Source: an optimization exercise on an open RTL-to-GDS flow (aim: small area). Production flows keep margins and buffers that such runs may drop.
The RTL was checked by simulation tests, not by an equivalence proof against the original design.

==> build 91: inputs <==
Design vfr_nn, start of the top module:
module vfr_nn #(
    parameter WIDTH = 16
)(
    input                           clk,
    input                           rst,
    input signed    [WIDTH-1:0]     f1_input1,
    input signed    [WIDTH-1:0]     f2_input2,
    input signed    [WIDTH-1:0]     h1_w1,       
    input signed    [WIDTH-1:0]     h1_w2,       
    input signed    [WIDTH-1:0]     h1_bias,     
    input signed    [WIDTH-1:0]     h2_w1,       
    input signed    [WIDTH-1:0]     h2_w2,       
    input signed    [WIDTH-1:0]     h2_bias,     
    input signed    [WIDTH-1:0]     h3_w1,       
    input signed    [WIDTH-1:0]     h3_w2,       
    input signed    [WIDTH-1:0]     h3_bias,     
    input signed    [WIDTH-1:0]     h4_w1,       
    input signed    [WIDTH-1:0]     h4_w2,       
    input signed    [WIDTH-1:0]     h4_bias,     
    input signed    [WIDTH-1:0]     out_w11,      
    input signed    [WIDTH-1:0]     out_w12,      
    input signed    [WIDTH-1:0]     out_w13,      
    input signed    [WIDTH-1:0]     out_w14,      
    input signed    [WIDTH-1:0]     out_bias1,    
    input signed    [WIDTH-1:0]     out_w21,      
    input signed    [WIDTH-1:0]     out_w22,      
    input signed    [WIDTH-1:0]     out_w23,      
    input signed    [WIDTH-1:0]     out_w24,      
    input signed    [WIDTH-1:0]     out_bias2,    
    input signed    [WIDTH-1:0]     out_w31,      
    input signed    [WIDTH-1:0]     out_w32,      
    input signed    [WIDTH-1:0]     out_w33,      
    input signed    [WIDTH-1:0]     out_w34,      
    input signed    [WIDTH-1:0]     out_bias3,    
    input signed    [WIDTH-1:0]     out_w41,      
    input signed    [WIDTH-1:0]     out_w42,      
    input signed    [WIDTH-1:0]     out_w43,      
  ...
Settings: LEC_CHECK=0, CAP_MARGIN=20, CELL_PAD_IN_SITES_DETAIL_PLACEMENT=0, CELL_PAD_IN_SITES_GLOBAL_PLACEMENT=0, CORE_MARGIN=2, CORE_UTILIZATION=66, PLACE_DENSITY=0.74, SLEW_MARGIN=20, SYNTH_HIERARCHICAL=1, SYNTH_MINIMUM_KEEP_SIZE=0; clock period 12.0 ns.
run.sh (not shown) runs the stock make flow with config.mk's settings and CLKGATE_MAP_FILE= SYNTH_SCRIPT=/design/flow/synth_recipe.tcl, a recipe that flattens the netlist after the stock synthesis.
==> build 79 (differences from build 91) <==
--- a/flow/design.v
+++ b/flow/design.v
@@ -14,17 +14,17 @@
     wire cl1, k1;
     mul_rows p1 (.a(weight1), .one(one1), .two(two1), .neg(neg1), .s(s1), .c(c1), .cl(cl1), .k(k1));
     wire [15:0] s2, c2;
     wire cl2, k2;
     mul_rows p2 (.a(weight2), .one(one2), .two(two2), .neg(neg2), .s(s2), .c(c2), .cl(cl2), .k(k2));
     wire n1 = ~bias[15];
     wire n2, n3;
-    add3 un2 (.a(s1[0]), .b(c1[0]), .c(cl1), .s(n2), .co(n3));
+    add3 un2 (.a(s1[0]), .b(c1[0]), .c(s2[0]), .s(n2), .co(n3));
     wire n4, n5;
-    add3 un4 (.a(s2[0]), .b(c2[0]), .c(cl2), .s(n4), .co(n5));
+    add3 un4 (.a(c2[0]), .b(bias[0]), .c(cl1), .s(n4), .co(n5));
     wire n6, n7;
     add3 un6 (.a(s1[1]), .b(c1[1]), .c(s2[1]), .s(n6), .co(n7));
     wire n8, n9;
     add3 un8 (.a(c2[1]), .b(bias[1]), .c(n3), .s(n8), .co(n9));
     wire n10, n11;
     add3 un10 (.a(s1[2]), .b(c1[2]), .c(s2[2]), .s(n10), .co(n11));
     wire n12, n13;
@@ -107,15 +107,15 @@
     add3 un88 (.a(n54), .b(n56), .c(n51), .s(n88), .co(n89));
     wire n90, n91;
     add3 un90 (.a(n58), .b(n60), .c(n55), .s(n90), .co(n91));
     wire n92, n93;
     add3 un92 (.a(n62), .b(n64), .c(n59), .s(n92), .co(n93));
     wire n94 = k1 ^ k2 ^ n63;
     wire n95, n96;
-    add3 un95 (.a(bias[0]), .b(n2), .c(n4), .s(n95), .co(n96));
+    add3 un95 (.a(cl2), .b(n2), .c(n4), .s(n95), .co(n96));
     wire n97, n98;
     add3 un97 (.a(n6), .b(n8), .c(n5), .s(n97), .co(n98));
     wire n99, n100;
     add2 un99 (.a(n9), .b(n66), .s(n99), .co(n100));
     wire n101, n102;
     add3 un101 (.a(n13), .b(n68), .c(n67), .s(n101), .co(n102));
     wire n103, n104;
@@ -621,59 +621,54 @@
     wire n358 = r0[20] | r1[20];
     wire n359 = r0[21] & r1[21];
     wire n360 = r0[21] | r1[21];
     wire n361 = r0[22] & r1[22];
     wire n362 = r0[22] | r1[22];
     wire n363 = r0[23] & r1[23];
     wire n364 = r0[23] | r1[23];
-    wire n365 = r0[1] & n321;
-    wire n366 = r0[1] & n322;
-    wire n367 = n324 & r0[2];
-    wire n368 = n323 | (n367 & n365);
-    wire n369 = n367 & n366;
-    wire n370 = n327 | (n328 & n325);
-    wire n371 = n328 & n326;
-    wire n372 = n331 | (n332 & n329);
-    wire n373 = n332 & n330;
-    wire n374 = n372 | (n373 & n370);
-    wire n375 = n373 & n371;
-    wire n376 = n374 | (n375 & n368);
-    wire n377 = n375 & n369;
-    wire n378 = n335 | (n336 & n333);
-    wire n379 = n336 & n334;
-    wire n380 = n339 | (n340 & n337);
-    wire n381 = n340 & n338;
-    wire n382 = n380 | (n381 & n378);
-    wire n383 = n381 & n379;
-    wire n384 = n343 | (n344 & n341);
-    wire n385 = n344 & n342;
-    wire n386 = n347 | (n348 & n345);
-    wire n387 = n348 & n346;
-    wire n388 = n386 | (n387 & n384);
-    wire n389 = n387 & n385;
-    wire n390 = n388 | (n389 & n382);
-    wire n391 = n389 & n383;
-    wire n392 = n351 | (n352 & n349);
-    wire n393 = n352 & n350;
-    wire n394 = n355 | (n356 & n353);
-    wire n395 = n356 & n354;
-    wire n396 = n394 | (n395 & n392);
-    wire n397 = n395 & n393;
-    wire n398 = n359 | (n360 & n357);
-    wire n399 = n360 & n358;
-    wire n400 = n363 | (n364 & n361);
-    wire n401 = n364 & n362;
-    wire n402 = n400 | (n401 & n398);
-    wire n403 = n401 & n399;
-    wire n404 = n402 | (n403 & n396);
-    wire n405 = n403 & n397;
-    wire n406 = n404 | (n405 & n390);
-    wire n407 = n405 & n391;
-    assign cl = n376;
-    assign k = n406 | (n407 & n376);
+    wire n365 = r0[0] & r1[0];
+    wire n366 = r0[1] & n365;
+    wire n367 = r0[2] & n366;
+    wire n368 = (r0[3] & r1[3]) | (n367 & (r0[3] | r1[3]));
+    wire n369 = (r0[4] & r1[4]) | (n368 & (r0[4] | r1[4]));
+    wire n370 = (r0[5] & r1[5]) | (n369 & (r0[5] | r1[5]));
+    wire n371 = (r0[6] & r1[6]) | (n370 & (r0[6] | r1[6]));
+    wire n372 = (r0[7] & r1[7]) | (n371 & (r0[7] | r1[7]));
+    wire n373 = n335 | (n336 & n333);
+    wire n374 = n336 & n334;
+    wire n375 = n339 | (n340 & n337);
+    wire n376 = n340 & n338;
+    wire n377 = n375 | (n376 & n373);
+    wire n378 = n376 & n374;
+    wire n379 = n343 | (n344 & n341);
+    wire n380 = n344 & n342;
+    wire n381 = n347 | (n348 & n345);
+    wire n382 = n348 & n346;
+    wire n383 = n381 | (n382 & n379);
+    wire n384 = n382 & n380;
+    wire n385 = n383 | (n384 & n377);
+    wire n386 = n384 & n378;
+    wire n387 = n351 | (n352 & n349);
+    wire n388 = n352 & n350;
+    wire n389 = n355 | (n356 & n353);
+    wire n390 = n356 & n354;
+    wire n391 = n389 | (n390 & n387);
+    wire n392 = n390 & n388;
+    wire n393 = n359 | (n360 & n357);
+    wire n394 = n360 & n358;
+    wire n395 = n363 | (n364 & n361);
+    wire n396 = n364 & n362;
+    wire n397 = n395 | (n396 & n393);
+    wire n398 = n396 & n394;
+    wire n399 = n397 | (n398 & n391);
+    wire n400 = n398 & n392;
+    wire n401 = n399 | (n400 & n385);
+    wire n402 = n400 & n386;
+    assign cl = n372;
+    assign k = n401 | (n402 & n372);
     assign s = r0[23:8];
     assign c = r1[23:8];
 endmodule
 module add3 (input a, input b, input c, output s, output co);
     assign s = (a ^ b) ^ c;
     assign co = (b & c) | (a & (b | c));
 endmodule
@@ -727,17 +722,17 @@
     wire cl3, k3;
     mul_rows p3 (.a(weight3), .one(one3), .two(two3), .neg(neg3), .s(s3), .c(c3), .cl(cl3), .k(k3));
     wire [15:0] s4, c4;
     wire cl4, k4;
     mul_rows p4 (.a(weight4), .one(one4), .two(two4), .neg(neg4), .s(s4), .c(c4), .cl(cl4), .k(k4));
     wire n1 = ~bias[15];
     wire n2, n3;
-    add3 un2 (.a(s1[0]), .b(c1[0]), .c(cl1), .s(n2), .co(n3));
+    add3 un2 (.a(s1[0]), .b(c1[0]), .c(s2[0]), .s(n2), .co(n3));
     wire n4, n5;
-    add3 un4 (.a(s2[0]), .b(c2[0]), .c(cl2), .s(n4), .co(n5));
+    add3 un4 (.a(c2[0]), .b(s3[0]), .c(c3[0]), .s(n4), .co(n5));
     wire n6, n7;
     add3 un6 (.a(s1[1]), .b(c1[1]), .c(s2[1]), .s(n6), .co(n7));
     wire n8, n9;
     add3 un8 (.a(s1[2]), .b(c1[2]), .c(s2[2]), .s(n8), .co(n9));
     wire n10, n11;
     add3 un10 (.a(s1[3]), .b(c1[3]), .c(s2[3]), .s(n10), .co(n11));
     wire n12, n13;
@@ -761,17 +756,17 @@
     wire n30, n31;
     add3 un30 (.a(s1[13]), .b(c1[13]), .c(s2[13]), .s(n30), .co(n31));
     wire n32, n33;
     add3 un32 (.a(s1[14]), .b(c1[14]), .c(s2[14]), .s(n32), .co(n33));
     wire n34, n35;
     add3 un34 (.a(s1[15]), .b(c1[15]), .c(s2[15]), .s(n34), .co(n35));
     wire n36, n37;
-    add3 un36 (.a(s3[0]), .b(c3[0]), .c(cl3), .s(n36), .co(n37));
+    add3 un36 (.a(s4[0]), .b(c4[0]), .c(bias[0]), .s(n36), .co(n37));
     wire n38, n39;
-    add3 un38 (.a(s4[0]), .b(c4[0]), .c(cl4), .s(n38), .co(n39));
+    add3 un38 (.a(cl1), .b(cl2), .c(cl3), .s(n38), .co(n39));
     wire n40, n41;
     add3 un40 (.a(c2[1]), .b(s3[1]), .c(c3[1]), .s(n40), .co(n41));
     wire n42, n43;
     add3 un42 (.a(s4[1]), .b(c4[1]), .c(bias[1]), .s(n42), .co(n43));
     wire n44, n45;
     add3 un44 (.a(n6), .b(n3), .c(n5), .s(n44), .co(n45));
     wire n46, n47;
@@ -857,15 +852,15 @@
     wire n126, n127;
     add3 un126 (.a(s4[15]), .b(c4[15]), .c(n1), .s(n126), .co(n127));
     wire n128 = ~(n34 ^ n33);
     wire n129 = n34 | n33;
     wire n130 = k1 ^ k2 ^ k3;
     wire n131 = k4 ^ n35 ^ 1'b1;
     wire n132, n133;
-    add3 un132 (.a(bias[0]), .b(n2), .c(n4), .s(n132), .co(n133));
+    add3 un132 (.a(cl4), .b(n2), .c(n4), .s(n132), .co(n133));
     wire n134, n135;
     add3 un134 (.a(n40), .b(n42), .c(n44), .s(n134), .co(n135));
     wire n136, n137;
     add3 un136 (.a(n46), .b(n48), .c(n50), .s(n136), .co(n137));
     wire n138, n139;
     add3 un138 (.a(n41), .b(n43), .c(n45), .s(n138), .co(n139));
     wire n140, n141;
Settings changed: CORE_UTILIZATION 66 to 60, PLACE_DENSITY 0.74 to 0.7.
==> reports/metrics.cfg <==
[timing]
fin_skew_ns = 0.123
fin_crit_sh = 0.928

[synthesis]
netlist_area_um2 = 276000
synth_top_cell_area_share = 0.367

[critical_path]
worst_path_largest_cell_delay_ns = 0.77
critPathCapture = code_a[38]$_DFF_PP1_

[clocking]
cts_buffers = 45

[finish]
seq_share = 0.0280
multi_input_area_share = 0.855

[floorplanning]
start_util = 0.663

[status]
outcome = complete, no violations

[end of results for build 91]
==> reports/metrics.cfg <==
[timing]
fin_crit_sh = 0.926
fin_skew_ns = 0.120

[placement]
post-place-cells = 31097

[critical_path]
rrSetupSlack_ns = 1.03
critPathCapture = code_a[4]$_DFF_PP0_
worst_path_largest_cell_delay_ns = 0.81

[finish]
multi_input_area_share = 0.850
nNonClkInverters = 457
seq_share = 0.0283

[synthesis]
synth_top_cell_area_share = 0.373
netlist_area_um2 = 272000

[status]
outcome = complete, no violations

[clocking]
cts_buffers = 42

[floorplanning]
start_util = 0.602

[end of results for build 79]

==> separate check: timing with driven ports <==
The flow's constraints put no driver on any port. The routed layouts listed below were extracted and timed again, unchanged, in two steps. Step 1: set_driving_cell puts a clkbuf_16 on clk and a buf_2 on each other input, an assumption about the parent block. Step 2 also shifts input and output timing later by t, the mid clock arrival at the registers, as if the neighbouring blocks saw the same clock. a / b / c = ideal ports / drivers / drivers and shift; a / b = the first two.
run | t (ns) | slack for setup (ns) | clock arrival spread, ns
build 91 | 0.877 | 0.862 / 0.926 / 0.048 | 0.122 / 0.123
build 79 | 0.881 | 0.886 / 0.605 / -0.277 | 0.123 / 0.123
Met with ideal ports but missed after step 2: setup timing in build 79. For build 79, which loses most, drivers alone change the setup slack by -0.281 ns; drivers and shift together by -1.163 ns.
